From an optimization exercise on the open Yosys and OpenROAD flow, aimed at small area, a short achievable clock period and few clock cycles per item; shortcuts taken in it are not production practice.
At most, simulation tests tie the RTL to the original design; equivalence was not proved.
Power figures rest on the tool's default switching activity, not on a simulated workload.

==> flow/design.v (excerpt) <==
module dma_controller(
    input wire clk,
    input wire reset,
    input wire trigger,
    input wire [4:0] length,
    input wire [31:0] source_address,
    input wire [31:0] destination_add,
    input wire ARREADY,
    input wire [31:0] RDATA,
    input wire RVALID,
    input wire AWREADY,
    input wire WREADY,
    input wire BVALID,
    output reg done,
    output wire [31:0] ARADDR,
    output wire ARVALID,
    output wire RREADY,
    output wire [31:0] AWADDR,
    output wire AWVALID,
    output wire [31:0] WDATA,
    output wire WVALID,
    output wire BREADY
);
    wire [2:0] words = length[4:2];
    addr_stream ar (.clk(clk), .reset(reset), .trigger(trigger), .words(words),
                    .base(source_address), .ready(ARREADY),
                    .valid(ARVALID), .addr(ARADDR));
    addr_stream aw (.clk(clk), .reset(reset), .trigger(trigger), .words(words),
                    .base(destination_add), .ready(AWREADY),
                    .valid(AWVALID), .addr(AWADDR));
    reg busy;
    assign WDATA = RDATA;
    assign WVALID = RVALID & busy;
    assign RREADY = WREADY & busy;
    reg [2:0] b_idx;
    assign BREADY = 1'b1;
    wire b_last = (b_idx + 3'd1) == words;
    always @(posedge clk or posedge reset) begin
        if (reset) begin
            b_idx <= 3'd0;
            busy <= 1'b0;
            done <= 1'b0;
        end else if (trigger) begin
            b_idx <= 3'd0;
            busy <= 1'b1;
            done <= 1'b0;
        end else if (busy && BVALID) begin
            b_idx <= b_idx + 3'd1;
            busy <= !b_last;
            done <= b_last;
        end
    end
endmodule
Size in the first run: about 290 cells after synthesis.
Settings: LEC_CHECK=0, CAP_MARGIN=20, CORE_MARGIN=2, CORE_UTILIZATION=40, SETUP_SLACK_MARGIN=1.8, SLEW_MARGIN=20; clock period 4.0 ns.
standard.sh (not shown) runs the stock make flow with config.mk's settings and CLKGATE_MAP_FILE= SYNTH_SCRIPT=/design/flow/synth_recipe.tcl, a recipe that flattens the netlist after the stock synthesis.
==> flow/flow/run.sh <==
#!/bin/bash
# Standard layout, but with the smallest buffer on the ports (the flow upsizes
# them where timing needs it).
set -euo pipefail
export BUFFER_PORTS_ARGS="-buffer_cell sky130_fd_sc_hd__buf_1"
bash standard.sh > standard.log 2>&1
Testbench counts at the start, summed over its fixed seeds: cycles 5,957, words 1,889.
Change:
--- a/flow/config.mk
+++ b/flow/config.mk
@@ -10,3 +10,3 @@
 export CORE_UTILIZATION = 40
-export SETUP_SLACK_MARGIN = 1.8
+export SETUP_SLACK_MARGIN = 2.0
 export SLEW_MARGIN = 20
Outcome: The changed run passed the timing, design-rule and antenna checks. Area after synthesis does not change. Sequential share of layout area decreases by 2.1 points. Wire length increases by 9.8%. Total power is higher by about 16%. Die area is unchanged. Clock-buffer cell count drops by 1.
Change:
--- a/flow/config.mk
+++ b/flow/config.mk
@@ -7,2 +7,3 @@
 export LEC_CHECK = 0
+export ABC_CLOCK_PERIOD_IN_PS = 2000
 export CAP_MARGIN = 20
@@ -10,3 +11,3 @@
 export CORE_UTILIZATION = 40
-export SETUP_SLACK_MARGIN = 2.0
+export SETUP_SLACK_MARGIN = 1.5
 export SLEW_MARGIN = 20
After rerunning: Routed wire length came out lower by 23%. Sequential power decreases by 4.3%. Clock power goes down by 23%. Area after synthesis is unchanged. Power drops by 20%. Maximum frequency is higher by 0.47%. Worst setup slack improves by 11 ps. Clock skew goes up by 4.1 ps. Core utilization drops by 18 points.
Change:
--- a/flow/config.mk
+++ b/flow/config.mk
@@ -7,3 +7,2 @@
 export LEC_CHECK = 0
-export ABC_CLOCK_PERIOD_IN_PS = 2000
 export CAP_MARGIN = 20
@@ -11,2 +10,3 @@
 export CORE_UTILIZATION = 40
+export CTS_BUF_LIST = sky130_fd_sc_hd__clkbuf_4
 export SETUP_SLACK_MARGIN = 1.5
What happened:
- The new run finished clean
- clock power is lower by about a fifth
- non-clock buffer count decreases by 1
- die area does not change
- global-route usage goes up by 0.10 points
- sequential cell count does not change
- first-iteration DRC count rose by a few percent
- clock-buffer cell count stays the same
- combinational power is lower slightly
- power shrinks by a few percent
- setup slack gets worse by 8.8 ps
Change:
--- a/flow/config.mk
+++ b/flow/config.mk
@@ -7,2 +7,3 @@
 export LEC_CHECK = 0
+export ABC_AREA = 1
 export CAP_MARGIN = 20
@@ -10,3 +11,2 @@
 export CORE_UTILIZATION = 40
-export CTS_BUF_LIST = sky130_fd_sc_hd__clkbuf_4
 export SETUP_SLACK_MARGIN = 1.5
What happened: First-iteration DRC count decreases by 25%. Setup slack is worse by 26 ps. Die area increases by 1.8%. Via count increases by 8.0%. Clock skew decreases by 7.5 ps. Critical path depth increases by 1. Sequential share of layout area decreases by 0.51 points. Power decreases by 2.7%. Cell count increases by 15%.


Another version of the RTL of dma_controller (not shown whole).
For scale: about 210 I/O pins.
Settings: LEC_CHECK=0, CAP_MARGIN=20, CORE_MARGIN=2, CORE_UTILIZATION=40, SLEW_MARGIN=20; clock period 4.0 ns.
run.sh (not shown) runs the stock make flow with config.mk's settings and CLKGATE_MAP_FILE= SYNTH_SCRIPT=/design/flow/synth_recipe.tcl, a recipe that flattens the netlist after the stock synthesis.
Stock flow here: none of the scripts above is used.
Testbench counts at the start, summed over its fixed seeds: cycles 5,957, words 1,889.
Edit:
==> flow/flow/run.sh (new file) <==
#!/bin/bash
# Standard layout, but with the smallest buffer on the ports (the flow upsizes
# them where timing needs it).
set -euo pipefail
export BUFFER_PORTS_ARGS="-buffer_cell sky130_fd_sc_hd__buf_1"
bash standard.sh > standard.log 2>&1
==> flow/standard.sh (new file) <==
#!/bin/bash
# synth_recipe.tcl (not shown) runs the flow's synth.tcl, then flattens the netlist and writes it again
# the make line also repeats each setting of config.mk as NAME=value (left out here)
make -C /OpenROAD-flow-scripts/flow DESIGN_CONFIG=/design/flow/config.mk WORK_HOME=/design/flow/orfs CLKGATE_MAP_FILE= SYNTH_SCRIPT=/design/flow/synth_recipe.tcl "${@:-finish}"
removed: flow/run.sh
What happened: The changed run completed with no timing, DRC or antenna violations. Core utilization goes down by 17 points. Wire length fell by about 13%. Hold slack hardly moves.
Edit:
==> flow/run.sh (new file) <==
#!/bin/bash
# synth_recipe.tcl (not shown) runs the flow's synth.tcl, then flattens the netlist and writes it again
# the make line also repeats each setting of config.mk as NAME=value (left out here)
make -C /OpenROAD-flow-scripts/flow DESIGN_CONFIG=/design/flow/config.mk WORK_HOME=/design/flow/orfs CLKGATE_MAP_FILE= SYNTH_SCRIPT=/design/flow/synth_recipe.tcl finish
SETUP_SLACK_MARGIN = 1.0   (was unset)
removed: flow/flow/run.sh
removed: flow/standard.sh
Outcome:
- The new run completed without violations
- power rises by 37%
- clock skew went up by 0.0063 ns
- sequential cell count is unchanged
- hold slack gains 0.012 ns
- routed wire length is higher by 39%
- register-to-register slack loses 0.07 ns
Edit:
SETUP_SLACK_MARGIN = 1.8   (was 1.0)
Final cell count is higher by a few percent.
Sequential share of layout area is lower by 0.60 points.
Setup slack is worse by 0.067 ns.
Sequential power stays flat.
Power is higher by roughly a tenth.
Wire length is higher by about a fifth.
Combinational power is higher by about a fifth.
Count of clock-buffer cells in the layout stays the same.
Cell area is higher by a little under a tenth.
Edit:
==> flow/flow/run.sh (new file) <==
#!/bin/bash
# Standard layout, but with the smallest buffer on the ports (the flow upsizes
# them where timing needs it).
set -euo pipefail
export BUFFER_PORTS_ARGS="-buffer_cell sky130_fd_sc_hd__buf_1"
bash standard.sh > standard.log 2>&1
==> flow/standard.sh (new file) <==
#!/bin/bash
# synth_recipe.tcl (not shown) runs the flow's synth.tcl, then flattens the netlist and writes it again
# the make line also repeats each setting of config.mk as NAME=value (left out here)
make -C /OpenROAD-flow-scripts/flow DESIGN_CONFIG=/design/flow/config.mk WORK_HOME=/design/flow/orfs CLKGATE_MAP_FILE= SYNTH_SCRIPT=/design/flow/synth_recipe.tcl "${@:-finish}"
SETUP_SLACK_MARGIN = 1.0   (was 1.8)
removed: flow/run.sh
What happened: The changed run ran to the end with no violations. Fmax increases by 4.0%. Wire length is lower by 31%. Critical path depth does not change. Flip-flop and latch count does not change. Worst hold slack got worse by 0.023 ns. Clock-buffer cell count stays the same. Core utilization fell by 23 points. Total power went down by 25%. Non-clock buffer count shrinks by 50.


Another version of the RTL of dma_controller (not shown whole).
Size in the first run: ~280 cells after synthesis, roughly 26 flip-flops, ~2400 um^2 of cells after synthesis.
Design dma_controller, start of the top module:
module dma_controller(
    input wire clk,
    input wire reset,
    input wire trigger,
    input wire [4:0] length,
    input wire [31:0] source_address,
    input wire [31:0] destination_add,
    input wire ARREADY,
    input wire [31:0] RDATA,
    input wire RVALID,
    input wire AWREADY,
    input wire WREADY,
    input wire BVALID,
    output reg done,
    output wire [31:0] ARADDR,
    output wire ARVALID,
    output wire RREADY,
    output wire [31:0] AWADDR,
    output wire AWVALID,
    output wire [31:0] WDATA,
    output wire WVALID,
    output wire BREADY
);
Settings: LEC_CHECK=0, CAP_MARGIN=20, CORE_MARGIN=2, CORE_UTILIZATION=40, SETUP_SLACK_MARGIN=1.7, SLEW_MARGIN=20; clock period 4.0 ns.
standard.sh (not shown) runs the stock make flow with config.mk's settings and CLKGATE_MAP_FILE= SYNTH_SCRIPT=/design/flow/synth_recipe.tcl, a recipe that flattens the netlist after the stock synthesis.
==> flow/flow/run.sh <==
#!/bin/bash
# Standard layout, with the smallest buffer on the ports (the flow upsizes
# them where timing needs it), gates sized down after floorplanning
# (flow/downsize.tcl) and no dummy load in the clock tree.
set -euo pipefail
here=$(cd "$(dirname "$0")" && pwd)
export BUFFER_PORTS_ARGS="-buffer_cell sky130_fd_sc_hd__buf_1"
export CTS_ARGS="-sink_clustering_enable -repair_clock_nets -dont_use_dummy_load"
export REMOVE_ABC_BUFFERS=1
bash standard.sh > standard.log 2>&1
Testbench counts at the start, summed over its fixed seeds: cycles 5,957, words 1,889.
Change:
==> flow/flow/run.sh (replaced) <==
#!/bin/bash
# Standard layout, but with the smallest buffer on the ports (the flow upsizes
# them where timing needs it).
set -euo pipefail
export BUFFER_PORTS_ARGS="-buffer_cell sky130_fd_sc_hd__buf_1"
bash standard.sh > standard.log 2>&1
--- a/flow/config.mk
+++ b/flow/config.mk
@@ -6,4 +6,5 @@
 export NUM_CORES = 4
 export LEC_CHECK = 0
+export ABC_AREA = 1
 export CAP_MARGIN = 20
 export CORE_MARGIN = 2
Effect: The changed run produced a clean layout. Area after synthesis is higher by 3.5%. Die area increases by 3.3%. Cell count is higher by 18%. Worst setup slack gets worse by 0.022 ns. Final area goes up by 5.9%. Utilization rises by 2.0 points. Clock skew falls by 0.0047 ns. Via count is higher by 5.1%. Register-to-register slack gets better by 0.33 ns. Total power goes down by 4.7%. Flip-flop and latch count does not change.


## 01-21
dma_controller, a different RTL version from the one above (not shown whole).
Size: ~2500 sq um of cells after synthesis.
// dma_controller
module dma_controller(
    input wire clk,
    input wire reset,
    input wire trigger,
    input wire [4:0] length,
    input wire [31:0] source_address,
    input wire [31:0] destination_add,
    input wire ARREADY,
    input wire [31:0] RDATA,
    input wire RVALID,
    input wire AWREADY,
    input wire WREADY,
    input wire BVALID,
    output reg done,
    output wire [31:0] ARADDR,
    output wire ARVALID,
    output wire RREADY,
    output wire [31:0] AWADDR,
    output wire AWVALID,
    output wire [31:0] WDATA,
    output wire WVALID,
    output wire BREADY
);
export LEC_CHECK = 0
export CAP_MARGIN = 20
export CORE_MARGIN = 2
export CORE_UTILIZATION = 40
export CTS_BUF_LIST = sky130_fd_sc_hd__clkbuf_4
export SETUP_SLACK_MARGIN = 1.9
export SLEW_MARGIN = 20
create_clock -name core_clock -period 4.0 [get_ports {clk}]
==> flow/flow/run.sh <==
#!/bin/bash
# Standard layout, but with the smallest buffer on the ports (the flow upsizes
# them where timing needs it).
set -euo pipefail
export BUFFER_PORTS_ARGS="-buffer_cell sky130_fd_sc_hd__buf_1"
bash standard.sh > standard.log 2>&1
Testbench counts of 01-21, summed over its fixed seeds: cycles 5,957, words 1,889.
The inputs of 01-12 differ from those of 01-21 as listed below.
- changing SETUP_SLACK_MARGIN from 1.9 to 1.7
Findings:
Compared with 01-21, in 01-12 area of the die held; design area now smaller; latest clock arrival within the worst-skew pair was more or less identical.
Final cell count in 01-12 is 9 below 01-21.
Looking at total wire length after detailed routing, 01-12 sits 17% below 01-21.
01-21 vs 01-12, commonest non-fill, non-tap cell in the layout: buf_2 vs buf_1
Power share of the clock group, 01-21 and 01-12: higher on 01-12


alpha:
dma_controller with an RTL version that a note above also has.
Size: ~26 flip-flops, about 2400 sq um of cells after synthesis.
clock: 4.0 ns
lec_check: 0
cap_margin: 20
core_margin: 2
core_utilization: 40
setup_slack_margin: 1.6
slew_margin: 20
Scripts as last shown in full above: flow/flow/run.sh
alpha ran to completion and came out clean on the timing, design-rule and antenna checks.
Testbench counts of alpha, summed over its fixed seeds: cycles 5,957, words 1,889.
Relative to alpha, the following input files were edited for beta:
Settings: a change of SETUP_SLACK_MARGIN from 1.6 to 1.8.
==> flow/flow/run.sh <==
#!/bin/bash
# Standard layout, with the smallest buffer on the ports (the flow upsizes
# them where timing needs it), the buffers that synthesis inserted removed
# before placement, and no dummy load in the clock tree.
set -euo pipefail
export BUFFER_PORTS_ARGS="-buffer_cell sky130_fd_sc_hd__buf_1"
export REMOVE_ABC_BUFFERS=1
export CTS_ARGS="-sink_clustering_enable -repair_clock_nets -dont_use_dummy_load"
bash standard.sh > standard.log 2>&1
==> run summary <==
- beta reached the final stage; the timing, design-rule and antenna checks on its layout passed.
- Wire: beta routes more than alpha
- beta: number of resized instances in the post-cts repair step is 75 higher than what alpha reported.
- Compared with alpha, beta ends up with a larger final cell area.
- Changes observed in beta relative to alpha: final layout net count rose 0.98%, clock power fell 15%, via count rose 114.
Edits applied to the flow inputs when going from beta to gamma:
Settings: SETUP_SLACK_MARGIN changed from 1.8 to 1.6.
[summary]
Largest incremental delay on the critical path: gamma vs beta up 0.02 ns. Comparing beta against gamma, there is no change at all in total standard cell area after synthesis. Relative to beta, met2 layer wire length in the routed design has gone down in gamma. Compared to beta, the router laid down less metal wire for gamma. beta ended up with more cell instances than gamma did. Power: gamma vs beta down about 9%. Final period demand of the worst path for gamma is higher than for beta. Lower fraction of power consumed by combinational cells among gamma and beta: gamma. Of gamma and beta, the run reporting the lower post-layout worst setup margin was gamma.
Here is what was changed in the inputs of delta compared with gamma.
Settings: SETUP_SLACK_MARGIN now 1.7, was 1.6.
==> flow/flow/run.sh <==
#!/bin/bash
# Standard layout, with the smallest buffer on the ports (the flow upsizes
# them where timing needs it) and a small clock tree for the few registers.
set -euo pipefail
export BUFFER_PORTS_ARGS="-buffer_cell sky130_fd_sc_hd__buf_1"
export CTS_ARGS="-repair_clock_nets -dont_use_dummy_load -sink_clustering_enable -sink_clustering_size 40 -sink_clustering_max_diameter 300 -sink_clustering_levels 1 -buf_list sky130_fd_sc_hd__clkbuf_8"
bash standard.sh > standard.log 2>&1
[summary]
- Delta (delta minus gamma): internal power of the cells has increased; final instance area increased by 3.4% relative to the old numbers; wire length of the first global-routing pass -1400 um; fraction of area in registers moved down.
- As far as power drawn by the sequential cells is concerned, gamma and delta perform about the same.
- Share of total power in the clock network: delta vs gamma up 0.2 points
- Compared with gamma, in delta largest vdd supply drop climbed 0.041 mV, routed wire length lower.
Edits applied to the flow inputs when going from delta to epsilon:
Settings: CORE_UTILIZATION now 60, was 40; PLACE_DENSITY now 0.8, previously not set.
==> flow/flow/run.sh <==
#!/bin/bash
# Standard layout, but with the smallest buffer on the ports (the flow upsizes
# them where timing needs it).
set -euo pipefail
export BUFFER_PORTS_ARGS="-buffer_cell sky130_fd_sc_hd__buf_1"
bash standard.sh > standard.log 2>&1
### Flow results
- The source of the critical timing path comes out source_address[22] in one run and destination_add[22] in the other, namely in delta and epsilon respectively.
- From delta to epsilon the numbers moved as follows: net switching share of the total power lost 0.79 points, area of all placed cells without fillers saw little to no change, clock-buffer cell count higher.
- On post-placement worst setup slack, epsilon does better than delta.


Setup of lagoon:
dma_controller, a different RTL version from the one above (not shown whole).
Size: about 300 cells after synthesis, roughly 210 I/O pins, about 0.0027 mm^2 of cells after synthesis.
clock: 4.0 ns
lec_check: 0
cap_margin: 20
core_margin: 2
core_utilization: 40
cts_buf_list: sky130_fd_sc_hd__clkbuf_4
slew_margin: 20
==> flow/flow/run.sh <==
#!/bin/bash
# Standard layout in steps: the smallest buffer on the ports, no timing repair
# before clock tree synthesis, then repair by resizing gates only.
set -euo pipefail
export BUFFER_PORTS_ARGS="-buffer_cell sky130_fd_sc_hd__buf_1"
export SETUP_SLACK_MARGIN=0
bash standard.sh synth floorplan place > standard_place.log 2>&1
export SETUP_SLACK_MARGIN=1.8
export SETUP_MOVE_SEQUENCE=sizeup,swap
bash standard.sh cts > standard_cts.log 2>&1
bash standard.sh > standard_finish.log 2>&1
#### Input delta (yarrow over lagoon)
Settings: SETUP_SLACK_MARGIN now 1.5, previously not set.
==> flow/flow/run.sh <==
#!/bin/bash
# Standard layout, but with the smallest buffer on the ports (the flow upsizes
# them where timing needs it).
set -euo pipefail
export BUFFER_PORTS_ARGS="-buffer_cell sky130_fd_sc_hd__buf_1"
bash standard.sh > standard.log 2>&1
--- outcome ---
Number of placement rows: yarrow vs lagoon identical. From lagoon to yarrow the numbers moved as follows: setup slack saw an increase, combinational power saw an increase, worst reg2reg path depth saw little to no change. Total of endpoints with negative setup slack in the final report: lagoon vs yarrow, no meaningful difference. In the reports for lagoon and yarrow, the larger global-route usage belongs to lagoon. NOTE: routed wire length in yarrow falls short of that of lagoon. Between lagoon and yarrow, the difference in clock skew is negligible. Clock period minus final worst setup slack: lagoon and yarrow compared, lower one is yarrow.
No run of this note included a check of the RTL's function; only the layout flow was run.

==> port drivers added, routing unchanged <==
No port has a modelled driver above. Below, the same layouts with a new extraction and two added sets of constraints.
Step 1, drivers: a clkbuf_16 drives clk and a buf_2 each remaining input, both assumed.
Step 2, shift: input delay + t, output delay - t, t = (earliest + latest rising clock arrival at the registers) / 2. This alone moves slack from input paths to output paths.
Three values: no drivers, after step 1, after step 2; two values: the first two.
| run | shift t [ns] | setup WS [ns] | slew at the worst register clock pin (ns) |
|---|---|---|---|
| the first run of note 1 | 0.300 | 1.712 / 1.652 / 1.652 | 0.07 / 0.07 |
| the second run of note 1 | 0.307 | 1.637 / 1.610 / 1.651 | 0.07 / 0.07 |
| the third run of note 1 | 0.299 | 1.648 / 1.619 / 1.619 | 0.07 / 0.07 |
| the fourth run of note 1 | 0.343 | 1.640 / 1.613 / 1.613 | 0.10 / 0.10 |
| the fifth run of note 1 | 0.302 | 1.614 / 1.591 / 1.591 | 0.07 / 0.07 |
| the first run of note 2 | 0.258 | 0.115 / 0.086 / 0.086 | 0.06 / 0.06 |
| the second run of note 2 | 0.265 | 0.419 / 0.395 / 0.395 | 0.06 / 0.06 |
| the third run of note 2 | 0.261 | 0.639 / 0.589 / 0.589 | 0.06 / 0.06 |
| the fourth run of note 2 | 0.270 | 0.572 / 0.533 / 0.533 | 0.06 / 0.06 |
| the fifth run of note 2 | 0.259 | 0.704 / 0.641 / 0.641 | 0.06 / 0.06 |
| the first run of note 3 | 0.292 | 1.747 / 1.716 / 1.477 | 0.09 / 0.09 |
| the second run of note 3 | 0.298 | 1.725 / 1.701 / 1.674 | 0.10 / 0.10 |
| 01-21 | 0.342 | 1.787 / 1.729 / 1.652 | 0.11 / 0.11 |
| 01-12 | 0.348 | 1.739 / 1.703 / 1.584 | 0.11 / 0.11 |
| alpha | 0.292 | 1.664 / 1.640 / 1.440 | 0.09 / 0.09 |
| beta | 0.293 | 1.796 / 1.736 / 1.570 | 0.09 / 0.09 |
| gamma | 0.292 | 1.694 / 1.657 / 1.450 | 0.09 / 0.09 |
| delta | 0.293 | 1.762 / 1.724 / 1.500 | 0.10 / 0.10 |
| epsilon | 0.298 | 1.732 / 1.690 / 1.515 | 0.10 / 0.10 |
| lagoon | 0.342 | 1.537 / 1.510 / 1.524 | 0.09 / 0.09 |
| yarrow | 0.344 | 1.607 / 1.581 / 1.581 | 0.10 / 0.10 |
After both steps every run listed still meets setup and hold. The setup slack of the first run of note 3, which loses most, moves by -0.031 ns with the drivers and by -0.270 ns with both steps.
